From an optimization exercise on the open Yosys and OpenROAD flow, aimed at small area and a short achievable clock period; shortcuts taken in it are not production practice.
Where RTL was checked, it was by simulation tests only, not by an equivalence proof against the original.
Power is estimated from default activity; no workload was simulated.

Design neuron_l2, start of the top module:
module neuron_l2 (
    input clk,
    input reset,
    input enable,
    input startup,
    input signed [17*16-1:0] in,
    input signed [15:0] weight,
    output reg signed [15:0] out,
    output reg outvalid,
    output reg tmp3
);
For scale: roughly 310 I/O pins, roughly 25,000 um^2 of cells after synthesis.
Settings: LEC_CHECK=0, CAP_MARGIN=20, CORE_MARGIN=2, CORE_UTILIZATION=40, SETUP_SLACK_MARGIN=4.5, SLEW_MARGIN=20; clock period 7.0 ns.
standard.sh (not shown) runs the stock make flow with config.mk's settings and CLKGATE_MAP_FILE= SYNTH_SCRIPT=/design/flow/synth_recipe.tcl, a recipe that flattens the netlist after the stock synthesis.
==> flow/flow/run.sh <==
#!/bin/bash
# Standard layout, with plain buffers (not delay cells) on the ports.
set -euo pipefail
export BUFFER_PORTS_ARGS="-buffer_cell sky130_fd_sc_hd__buf_2"
bash standard.sh synth > make_synth.log 2>&1
bash standard.sh finish > make_finish.log 2>&1
The baseline finished with timing, DRC and antenna clean.
Then changed:
- CTS_CLUSTER_DIAMETER: default -> 100
- CTS_CLUSTER_SIZE: default -> 30
- SETUP_SLACK_MARGIN: 4.5 -> 5.0
Utilization increases by 4.2 points.
Worst setup slack gets better by 15 ps.
Clock-buffer cell count decreases by 44.
Total power decreases by 4.8%.
Final area increases by 8.7%.
No functional check of the RTL was part of any run of this note.


== middle ==
Another version of the RTL of neuron_l2 (not shown whole).
Size: roughly 2200 cells after synthesis, roughly 530 flip-flops, ~310 I/O pins.
export LEC_CHECK = 0
export CAP_MARGIN = 20
export CORE_MARGIN = 2
export CORE_UTILIZATION = 40
export SETUP_SLACK_MARGIN = 4.5
export SLEW_MARGIN = 20
create_clock -name core_clock -period 7.0 [get_ports {clk}]
Scripts as last shown in full above: flow/flow/run.sh
middle: flow completed, timing, DRC and antenna clean
Changes in north relative to middle:
- an added CTS_CLUSTER_SIZE of 30
- an added CTS_CLUSTER_DIAMETER of 100
==> flow/flow/run.sh <==
#!/bin/bash
# Standard layout, with plain buffers (not delay cells) on the ports.
set -euo pipefail
export BUFFER_PORTS_ARGS="-buffer_cell sky130_fd_sc_hd__buf_1"
bash standard.sh synth > make_synth.log 2>&1
bash standard.sh finish > make_finish.log 2>&1
## What came out
north against middle: total CTS buffers now sits lower; minimum period implied by the final worst setup slack now sits lower.
When north is measured against middle, its design area turns out 4.7% lower.
Wire: north routes less than middle
Compared with middle, in north worst IR drop on VDD shrank by 17%, met1 demand-to-capacity share in global routing picked up an extra 0.50 points, count of standard-cell rows neither gained nor lost much, leakage component of the power now sits lower, hold slack has increased.


## build 36
neuron_l2, a different RTL version from the one above (not shown whole).
For scale: roughly 560 flip-flops, about 310 I/O pins, ~0.024 mm^2 of cells after synthesis.
==> flow/design.v (excerpt) <==
module neuron_l2 (
    input clk,
    input reset,
    input enable,
    input startup,
    input signed [17*16-1:0] in,
    input signed [15:0] weight,
    output reg signed [15:0] out,
    output reg outvalid,
    output reg tmp3
);
Settings: LEC_CHECK=0, CAP_MARGIN=20, CORE_MARGIN=2, CORE_UTILIZATION=40, CTS_CLUSTER_DIAMETER=100, CTS_CLUSTER_SIZE=30, SETUP_SLACK_MARGIN=4.65, SLEW_MARGIN=20; clock period 7.0 ns.
==> flow/flow/run.sh <==
#!/bin/bash
# Standard layout, with plain buffers (not delay cells) on the ports.
set -euo pipefail
export BUFFER_PORTS_ARGS="-buffer_cell sky130_fd_sc_hd__buf_1"
bash standard.sh synth > make_synth.log 2>&1
bash standard.sh finish > make_finish.log 2>&1
Both conditions hold for build 36: the flow ran to the end and the final layout passed the timing, design-rule and antenna checks.
Relative to build 36, the following input files were edited for trial 97:
--- a/flow/config.mk
+++ b/flow/config.mk
@@ -13 +13 @@
-export SETUP_SLACK_MARGIN = 4.65
+export SETUP_SLACK_MARGIN = 4.5
Results
For die area, build 36 and trial 97 come out practically identical.
Changes observed in trial 97 relative to build 36: internal power -0.00018 W, slack of the critical path went up 0.0086 ns, final instance area shows a reduction of 2.7%.
Diff build 36 and trial 97: portion of total power attributed to sequential cells higher in trial 97
Function was not checked in any run of this note: the RTL went through the layout flow alone.


neuron_l2, a different RTL version from the one above (not shown whole).
Size: roughly 2,100 cells after synthesis, ~310 I/O pins, about 25,000 um2 of cells after synthesis.
Design neuron_l2, start of the top module:
module neuron_l2 (
    input clk,
    input reset,
    input enable,
    input startup,
    input signed [17*16-1:0] in,
    input signed [15:0] weight,
    output reg signed [15:0] out,
    output reg outvalid,
    output reg tmp3
);
Settings: LEC_CHECK=0, ABC_CLOCK_PERIOD_IN_PS=2000, CAP_MARGIN=20, CORE_MARGIN=2, CORE_UTILIZATION=40, SETUP_SLACK_MARGIN=4.5, SLEW_MARGIN=20; clock period 7.0 ns.
run.sh (not shown) runs the stock make flow with config.mk's settings and CLKGATE_MAP_FILE= SYNTH_SCRIPT=/design/flow/synth_recipe.tcl, a recipe that flattens the netlist after the stock synthesis.
Stock flow here: none of the scripts above is used.
The first run completed without violations.
==> next run, changes <==
==> flow/flow/run.sh (new file) <==
#!/bin/bash
# Standard layout, with plain buffers (not delay cells) on the ports.
set -euo pipefail
export BUFFER_PORTS_ARGS="-buffer_cell sky130_fd_sc_hd__buf_2"
bash standard.sh synth > make_synth.log 2>&1
bash standard.sh finish > make_finish.log 2>&1
==> flow/standard.sh (new file) <==
#!/bin/bash
# synth_recipe.tcl (not shown) runs the flow's synth.tcl, then flattens the netlist and writes it again
# the make line also repeats each setting of config.mk as NAME=value (left out here)
make -C /OpenROAD-flow-scripts/flow DESIGN_CONFIG=/design/flow/config.mk WORK_HOME=/design/flow/orfs CLKGATE_MAP_FILE= SYNTH_SCRIPT=/design/flow/synth_recipe.tcl "${@:-finish}"
ABC_CLOCK_PERIOD_IN_PS = not set   (was 2000)
removed: flow/run.sh
What happened:
- clock-buffer cell count shrinks by 3
- register-to-register slack loses 0.04 ns
- utilization shrinks by 2.1 points
- cell area shrinks by a few percent
- synthesized area is unchanged
- global-route usage shrinks by 0.56 points
- sequential share of layout area grows by 1.6 points
- worst setup slack loses 0.044 ns
Function was not checked in any run of this note: the RTL went through the layout flow alone.

re-timing with driven ports:
No port has a modelled driver above. Below, the same layouts with a new extraction and two added sets of constraints.
Step 1 sets driving cells, clkbuf_16 on the clock port and buf_2 on the other inputs (assumed; they add their load-dependent delay and slew).
Step 2 moves the port delays by t, midway between the first and last clock arrival at a register: inputs arrive t later, outputs are due t later. That takes back most of the time a late clock gives input paths.
a / b / c = no drivers / after step 1 / after step 2; a / b = the first two.
run | t (ns) | setup WS [ns] | pins driven straight from the clock port
the first run of note 1 | 0.666 | 4.456 / 4.401 / 4.131 | 1
the second run of note 1 | 0.643 | 4.471 / 4.415 / 4.306 | 1
middle | 0.666 | 4.394 / 4.384 / 3.948 | 1
north | 0.633 | 4.412 / 4.378 / 3.876 | 1
build 36 | 0.633 | 4.492 / 4.436 / 4.149 | 1
trial 97 | 0.627 | 4.501 / 4.449 / 3.998 | 1
the first run of note 4 | 0.665 | 4.414 / 4.414 / 3.865 | 1
the second run of note 4 | 0.654 | 4.370 / 4.370 / 4.294 | 1
After both steps setup and hold are still met in every run listed. For the first run of note 4, which loses most, drivers alone change the setup slack by 0.000 ns; drivers and shift together by -0.549 ns.
